Background: an optimization exercise with open tools, aiming at small area, a short achievable clock period and few clock cycles per item. Do not read the settings as production practice. Function was checked by simulation only, so behaviour that the tests miss may differ from the original. Power figures rest on the tool's default switching activity, not on a simulated workload.

## job 315
// ascon128_stream
module ascon128_stream #(
    parameter R = 1
)(
input          clk, rst,
input          start, enc,
input  [127:0] key, nonce,
input          in_valid,
output         in_ready,
input   [63:0] in_data,
input    [3:0] in_bytes,
input          in_ad,
output         out_valid,
output  [63:0] out_data,
output         tag_valid,
output [127:0] tag
);
clock: 10.0 ns
lec_check: 0
cap_margin: 20
core_margin: 2
core_utilization: 40
gpl_timing_driven: 1
slew_margin: 50
synth_hierarchical: 1
standard.sh (not shown) runs the stock make flow with config.mk's settings and CLKGATE_MAP_FILE= SYNTH_SCRIPT=/design/flow/synth_recipe.tcl, a recipe that flattens the netlist after the stock synthesis.
==> flow/flow/run.sh <==
#!/bin/bash
# The standard layout (standard.sh), with plain buffers (buf_1) on the
# ports instead of the default delay-cell buffers. Every port still gets
# its own buffer. The make output goes to standard.log.
set -euo pipefail
export BUFFER_PORTS_ARGS="-buffer_cell sky130_fd_sc_hd__buf_1"
bash standard.sh > standard.log 2>&1
Testbench counts of job 315, summed over its fixed seeds: cycles 23,122, bytes 19,747.
Modified inputs, job 6656 compared to job 315
- swapping 50 for 20 in SLEW_MARGIN
- clearing GPL_TIMING_DRIVEN, which used to be 1
- swapping 40 for 60 in CORE_UTILIZATION
Findings:
Job 6656 went all the way through the flow, and no timing, DRC or antenna check failed.
Run comparison: job 6656 critical path capture point S1[27]$_DFF_P_; job 315 critical path capture point S0[37]$_DFF_P_
Per the comparison of job 6656 with job 315, via count now larger; standard cell core area now smaller; number of stages on the worst setup path comparable.
Diff job 315 -> job 6656 | met2 capacity usage during global routing | increase of 15 points
Edits applied to the flow inputs when going from job 6656 to job 6435:
- changing CORE_UTILIZATION from 60 to 40
- changing SLEW_MARGIN from 20 to 70
--- outcome ---
Job 6435 completed every stage of the flow, and the final layout passed the timing, DRC and antenna checks.
The higher layout net count came out of job 6435.
Compared with job 6656, job 6435 shows fraction of area in multi-input gates higher by 1.2 points.
Higher via count of the first global-routing pass goes to job 6435 over job 6656.
Looking at fmax across both flows, job 6435 is the stronger of the two, with job 6656 trailing.
Die extent in x, job 6435 vs job 6656: up by more than 10%
Delta (job 6435 minus job 6656): die area higher, critical path depth lower, height of the chip higher.
Job 6435 vs job 6656: critical-path maximum fanout up in job 6435
The standard cells in job 6435 occupy more silicon area than those in job 6656 do.

---

Another version of the RTL of ascon128_stream (not shown whole).
Size in the first run: about 3200 cells after synthesis, about 530 I/O pins, roughly 31000 um^2 of cells after synthesis.
// ascon128_stream
module ascon128_stream #(
    parameter R = 1
)(
input          clk, rst,
input          start, enc,
input  [127:0] key, nonce,
input          in_valid,
output         in_ready,
input   [63:0] in_data,
input    [3:0] in_bytes,
input          in_ad,
output         out_valid,
output  [63:0] out_data,
output         tag_valid,
output [127:0] tag
);
localparam [3:0]  LAST = 12 - R;
localparam [63:0] IV   = 64'h80400c0600000000;
reg  [63:0] S0, S1, S2, S3, S4;
reg  [63:0] O;
reg        idle_q, rnd_q, init_q, fin_q, wait_q, tag_q, txt_q, enc_q;
reg  [3:0] cnt;
reg        take_q;     
reg        ov_q;
reg        pend_q, ad_q;
reg  [3:0] len_q;
wire [7:0] m_q, pad_q;
wire       last_q = !len_q[3];
genvar q;
generate
for (q = 0; q < 8; q = q + 1) begin : lens
    assign m_q[q]   = (q < len_q);
    assign pad_q[q] = (q == len_q);
end
endgenerate
wire [63:0] x0 [0:R];
wire [63:0] x1 [0:R];
wire [63:0] x2 [0:R];
wire [63:0] x3 [0:R];
wire [63:0] x4 [0:R];
assign x0[0] = S0;
assign x1[0] = S1;
assign x2[0] = S2;
assign x3[0] = S3;
assign x4[0] = S4;
genvar g;
generate
for (g = 0; g < R; g = g + 1) begin : rounds
    ASCON_ROUND_FUNCTION #(.ADD_RC(g != 0)) rf (
        .Xi0(x0[g]), .Xi1(x1[g]), .Xi2(x2[g]), .Xi3(x3[g]), .Xi4(x4[g]),
  ...
export LEC_CHECK = 0
export CAP_MARGIN = 20
export CORE_MARGIN = 2
export CORE_UTILIZATION = 55
export CTS_CLUSTER_DIAMETER = 100
export CTS_CLUSTER_SIZE = 24
export PLACE_DENSITY = 0.75
export SLEW_MARGIN = 60
export SYNTH_HIERARCHICAL = 1
create_clock -name core_clock -period 10.0 [get_ports {clk}]
==> flow/flow/run.sh <==
#!/bin/bash
# The standard layout (standard.sh) with two changes to the port
# buffers (every port still gets its own buffer):
#  - plain buf_1 buffers instead of the default delay-cell buffers,
#  - after global placement, the output port buffers become buf_2.
# The make output goes to standard.log.
set -euo pipefail
here=$(cd "$(dirname "$0")" && pwd)
export BUFFER_PORTS_ARGS="-buffer_cell sky130_fd_sc_hd__buf_1"
export POST_GLOBAL_PLACE_TCL="$here/outbuf.tcl"
bash standard.sh > standard.log 2>&1
==> flow/flow/outbuf.tcl <==
# Output port buffers: buf_2 instead of buf_1 (every port keeps its own buffer).
set db [ord::get_db]
set block [ord::get_db_block]
set m2 [$db findMaster sky130_fd_sc_hd__buf_2]
set n 0
foreach bterm [$block getBTerms] {
  if {[$bterm getIoType] ne "OUTPUT"} continue
  set net [$bterm getNet]
  if {$net eq "NULL"} continue
  foreach it [$net getITerms] {
    if {[$it isOutputSignal]} {
      set inst [$it getInst]
      if {[[$inst getMaster] getName] eq "sky130_fd_sc_hd__buf_1"} {
        $inst swapMaster $m2
        incr n
      }
    }
  }
}
puts "outbuf.tcl: $n output buffers now buf_2"
Testbench counts at the start, summed over its fixed seeds: cycles 23,122, bytes 19,747.
==> next run, changes <==
==> flow/flow/run.sh (replaced) <==
#!/bin/bash
# The standard layout (standard.sh), with plain buffers (buf_1) on the
# ports instead of the default delay-cell buffers. Every port still gets
# its own buffer. The make output goes to standard.log.
set -euo pipefail
export BUFFER_PORTS_ARGS="-buffer_cell sky130_fd_sc_hd__buf_1"
bash standard.sh > standard.log 2>&1
- SLEW_MARGIN: 60 -> 50
removed: flow/flow/outbuf.tcl
After rerunning:
- via count goes down by 1.1%
- design area goes down by 4.7%
- total power goes down by 1.4%
- non-clock buffer count goes down by 38
- core utilization goes down by 3.3 points
- register-to-register slack got worse by 0.12 ns
- die area stays the same
- worst setup slack got worse by 0.086 ns
==> next run, changes <==
==> flow/flow/run.sh (replaced) <==
#!/bin/bash
# The standard layout (standard.sh) with two changes to the port
# buffers (every port still gets its own buffer):
#  - plain buf_1 buffers instead of the default delay-cell buffers,
#  - after global placement, the output port buffers become buf_2.
# The make output goes to standard.log.
set -euo pipefail
here=$(cd "$(dirname "$0")" && pwd)
export BUFFER_PORTS_ARGS="-buffer_cell sky130_fd_sc_hd__buf_1"
export POST_GLOBAL_PLACE_TCL="$here/outbuf.tcl"
bash standard.sh > standard.log 2>&1
==> flow/flow/outbuf.tcl (new file) <==
# Output port buffers: buf_2 instead of buf_1 (every port keeps its own buffer).
set db [ord::get_db]
set block [ord::get_db_block]
set m2 [$db findMaster sky130_fd_sc_hd__buf_2]
set n 0
foreach bterm [$block getBTerms] {
  if {[$bterm getIoType] ne "OUTPUT"} continue
  set net [$bterm getNet]
  if {$net eq "NULL"} continue
  foreach it [$net getITerms] {
    if {[$it isOutputSignal]} {
      set inst [$it getInst]
      if {[[$inst getMaster] getName] eq "sky130_fd_sc_hd__buf_1"} {
        $inst swapMaster $m2
        incr n
      }
    }
  }
}
puts "outbuf.tcl: $n output buffers now buf_2"
- CORE_UTILIZATION: 55 -> 50
- The changed run finished with timing, DRC and antenna clean
- critical path depth does not change
- die area rose by about 10%
- count of clock-buffer cells in the layout rose by 2
- global-route usage falls by 6.3 points
- wire length went down by 3.5%
- cell area came out higher by about 0.65%
- cell count rose by about 0.6%
- sequential share of layout area goes down by 0.19 points
- clock skew came out lower by 0.0089 ns

-- port drivers added, routing unchanged --
The results above use ideal ports. As a check the final layouts listed here were re-extracted and re-timed, cells and wires unchanged.
Step 1 sets driving cells, clkbuf_16 on the clock port and buf_2 on the other inputs (assumed; they add their load-dependent delay and slew).
Step 2 moves the port delays by t, midway between the first and last clock arrival at a register: inputs arrive t later, outputs are due t later. That takes back most of the time a late clock gives input paths.
Slacks: no drivers / after step 1 / after step 2; pairs: no drivers / after step 1.
| run | shift t [ns] | setup slack, ns | cell pins on the clock port's net |
|---|---|---|---|
| job 315 | 0.686 | 6.396 / 6.396 / 6.396 | 1 |
| job 6656 | 0.690 | 6.180 / 6.180 / 6.180 | 1 |
| job 6435 | 0.700 | 6.583 / 6.509 / 6.730 | 1 |
| the first run of note 2 | 0.669 | 6.632 / 6.566 / 6.376 | 1 |
| the second run of note 2 | 0.674 | 6.546 / 6.488 / 6.364 | 1 |
| the third run of note 2 | 0.671 | 6.625 / 6.556 / 6.438 | 1 |
After both steps every run listed still meets setup and hold. The setup slack of the first run of note 2, which loses most, moves by -0.066 ns with the drivers and by -0.256 ns with both steps.
